Context: an optimization exercise on an open-source flow, tuned for small area and a short achievable clock period. The choices shown serve that exercise and are no tape-out recipe.
RTL that was checked went through simulation tests only; none was proved equivalent to the original.
Power and IR drop assume default switching activity.

==> module ALU_add, before the edit <==
module ALU_add (
    input  [63:0] X,
    input  [63:0] Y,
    input         cin,
    output [63:0] Out,
    output        Z
);
    wire [63:0] p = X ^ Y;
    wire [63:0] g0 = X & Y;
    wire [63:0] g = {g0[63:1], g0[0] | (p[0] & cin)};
    localparam LV = 6;
    wire [63:0] gg [0:LV];
    wire [63:0] pp [0:LV];
    assign gg[0] = g;
    assign pp[0] = p;
    genvar l, j;
    generate
        for (l = 0; l < LV; l = l + 1) begin : lvl
            for (j = 0; j < 64; j = j + 1) begin : node
                if ((j >> l) & 1) begin : comb
                    localparam integer SRC = ((j >> l) << l) - 1;
                    assign gg[l+1][j] = gg[l][j] | (pp[l][j] & gg[l][SRC]);
                    assign pp[l+1][j] = pp[l][j] & pp[l][SRC];
                end else begin : pass
                    assign gg[l+1][j] = gg[l][j];
                    assign pp[l+1][j] = pp[l][j];
                end
            end
        end
    endgenerate
    assign Out = p ^ {gg[LV][62:0], cin};
    wire [63:0] t = X | Y;
    assign Z = &(p ~^ {t[62:0], cin});
endmodule
export LEC_CHECK = 0
export CAP_MARGIN = 20
export CORE_MARGIN = 2
export CORE_UTILIZATION = 40
export SETUP_SLACK_MARGIN = 3.7
export SLEW_MARGIN = 20
export SYNTH_HIERARCHICAL = 1
export SYNTH_MINIMUM_KEEP_SIZE = 0
create_clock -name core_clock -period 6.5 [get_ports {clk}]
standard.sh (not shown) runs the stock make flow with config.mk's settings and CLKGATE_MAP_FILE= SYNTH_SCRIPT=/design/flow/synth_recipe.tcl, a recipe that flattens the netlist after the stock synthesis.
==> flow/flow/run.sh <==
#!/bin/bash
# The standard layout (standard.sh), with these changes to synthesis and
# placement. Registers and their names are the standard synthesis's.
#  - synthesis keeps the modules apart (SYNTH_HIERARCHICAL in config.mk) and
#    abc maps each module with its own script, flow/abc_<module>.script
#    (flow/abc.script for any other module), each with its own delay target;
#    the design is flattened afterwards as in the standard synthesis;
#  - full/half adder cells are not extracted (abc maps that logic too);
#  - the port buffers start as buf_1 cells (the resizer sizes them up where
#    timing needs it).
# make's output goes to flow.log; ORFS keeps each step's log under orfs/logs.
set -euo pipefail
W=$PWD
export ADDER_MAP_FILE=
export BUFFER_PORTS_ARGS="-buffer_cell sky130_fd_sc_hd__buf_1"
{
  head -n 1 synth_recipe.tcl
  cat <<EOT
proc abc {args} {
  set i [lsearch -exact \$args -script]
  set mods [split [string trim [tee -q -s result.string select -list-mod =*]] "\n"]
  set done {}
  foreach f [glob -nocomplain $W/flow/abc_*.script] {
    set m [string range [file rootname [file tail \$f]] 4 end]
    if {[lsearch -exact \$mods \$m] < 0} { continue }
    set a \$args
    lset a [expr {\$i + 1}] \$f
    yosys abc {*}\$a =\$m
    lappend done \$m
  }
  set rest [list]
  foreach m \$mods { if {[lsearch -exact \$done \$m] < 0} { lappend rest =\$m } }
  if {[llength \$rest]} {
    set a \$args
    lset a [expr {\$i + 1}] $W/flow/abc.script
    yosys abc {*}\$a {*}\$rest
  }
}
EOT
  tail -n +2 synth_recipe.tcl
} > my_synth.tcl
sed "s#SYNTH_SCRIPT=[^ ]*#SYNTH_SCRIPT=$W/my_synth.tcl#" standard.sh > my_standard.sh
grep -q "SYNTH_SCRIPT=$W/my_synth.tcl" my_standard.sh
bash my_standard.sh > flow.log 2>&1
==> flow/flow/abc.script <==
strash
dch
map
topo
buffer
upsize
dnsize
==> flow/flow/abc_ALU_add.script <==
strash
dch
map -D 2000
topo
buffer
upsize -D 2000
dnsize -D 2000
==> flow/flow/abc_ALU_operands.script <==
strash
dch
map -D 1200
topo
buffer
upsize -D 1200
dnsize -D 1200
Change:
--- a/flow/design.v
+++ b/flow/design.v
@@ -34,15 +34,35 @@
     wire [63:0] p = X ^ Y;
     wire [63:0] g0 = X & Y;
     wire [63:0] g = {g0[63:1], g0[0] | (p[0] & cin)};
-    localparam LV = 6;
-    wire [63:0] gg [0:LV];
-    wire [63:0] pp [0:LV];
-    assign gg[0] = g;
-    assign pp[0] = p;
-    genvar l, j;
+    localparam K = 4;
+    localparam NB = 64 / K;
+    wire [NB-1:0] bg, bp;      
+    wire [64:0] c;             
+    genvar l, j, i;
+    generate
+        for (j = 0; j < NB; j = j + 1) begin : blk
+            wire [K:0] gi, pi;     
+            assign gi[0] = 1'b0;
+            assign pi[0] = 1'b1;
+            for (i = 0; i < K; i = i + 1) begin : bt
+                assign gi[i+1] = g[j*K+i] | (p[j*K+i] & gi[i]);
+                assign pi[i+1] = p[j*K+i] & pi[i];
+                if (i > 0) begin : cin_i
+                    assign c[j*K+i] = gi[i] | (pi[i] & c[j*K]);
+                end
+            end
+            assign bg[j] = gi[K];
+            assign bp[j] = pi[K];
+        end
+    endgenerate
+    localparam LV = $clog2(NB);
+    wire [NB-1:0] gg [0:LV];
+    wire [NB-1:0] pp [0:LV];
+    assign gg[0] = bg;
+    assign pp[0] = bp;
     generate
         for (l = 0; l < LV; l = l + 1) begin : lvl
-            for (j = 0; j < 64; j = j + 1) begin : node
+            for (j = 0; j < NB; j = j + 1) begin : node
                 if ((j >> l) & 1) begin : comb
                     localparam integer SRC = ((j >> l) << l) - 1;
                     assign gg[l+1][j] = gg[l][j] | (pp[l][j] & gg[l][SRC]);
@@ -53,8 +73,13 @@
                 end
             end
         end
+        for (j = 1; j < NB; j = j + 1) begin : bc
+            assign c[j*K] = gg[LV][j-1];
+        end
     endgenerate
-    assign Out = p ^ {gg[LV][62:0], cin};
+    assign c[0] = 1'b0;     
+    assign c[64] = 1'b0;
+    assign Out = p ^ {c[63:1], cin};
     wire [63:0] t = X | Y;
     assign Z = &(p ~^ {t[62:0], cin});
 endmodule
Clock-buffer cell count came out higher by 2.
Core utilization came out higher by 0.94 points.
Design area came out lower slightly.
Routed wire length came out lower slightly.
Worst setup slack loses 0.11 ns.
Synthesized area came out lower by a few percent.
Clock power came out higher by a little under a tenth.
Synthesized cell count came out lower by a few percent.
Total power came out higher slightly.
Worst hold slack gains 0.020 ns.
Sequential cell count is unchanged.
Register-to-register slack loses 0.11 ns.
Non-clock buffer count came out higher by 11.
Function not checked in the second run of this note: the RTL went through the layout flow alone.

-- afterwards: timing with drivers on the ports --
The results above use ideal ports. As a check the final layouts listed here were re-extracted and re-timed, cells and wires unchanged. Step 1 sets driving cells, clkbuf_16 on the clock port and buf_2 on the other inputs (assumed; they add their load-dependent delay and slew). Step 2 adds t to the input delays and takes it off the output delays; t is the mean of the earliest and latest rising clock arrival at the registers after step 1. Input paths then give back, and output paths get back, about the clock's delay inside the block. Slacks: no drivers / after step 1 / after step 2; pairs: no drivers / after step 1.
run	t, ns	setup slack, ns	worst setup path after step 2
the first run	0.484	3.787 / 3.787 / 3.340	input to register
the second run	0.478	3.680 / 3.680 / 3.309	input to register
After both steps setup and hold are still met in every run listed. For the first run, which loses most, drivers alone change the setup slack by 0.000 ns; drivers and shift together by -0.447 ns.
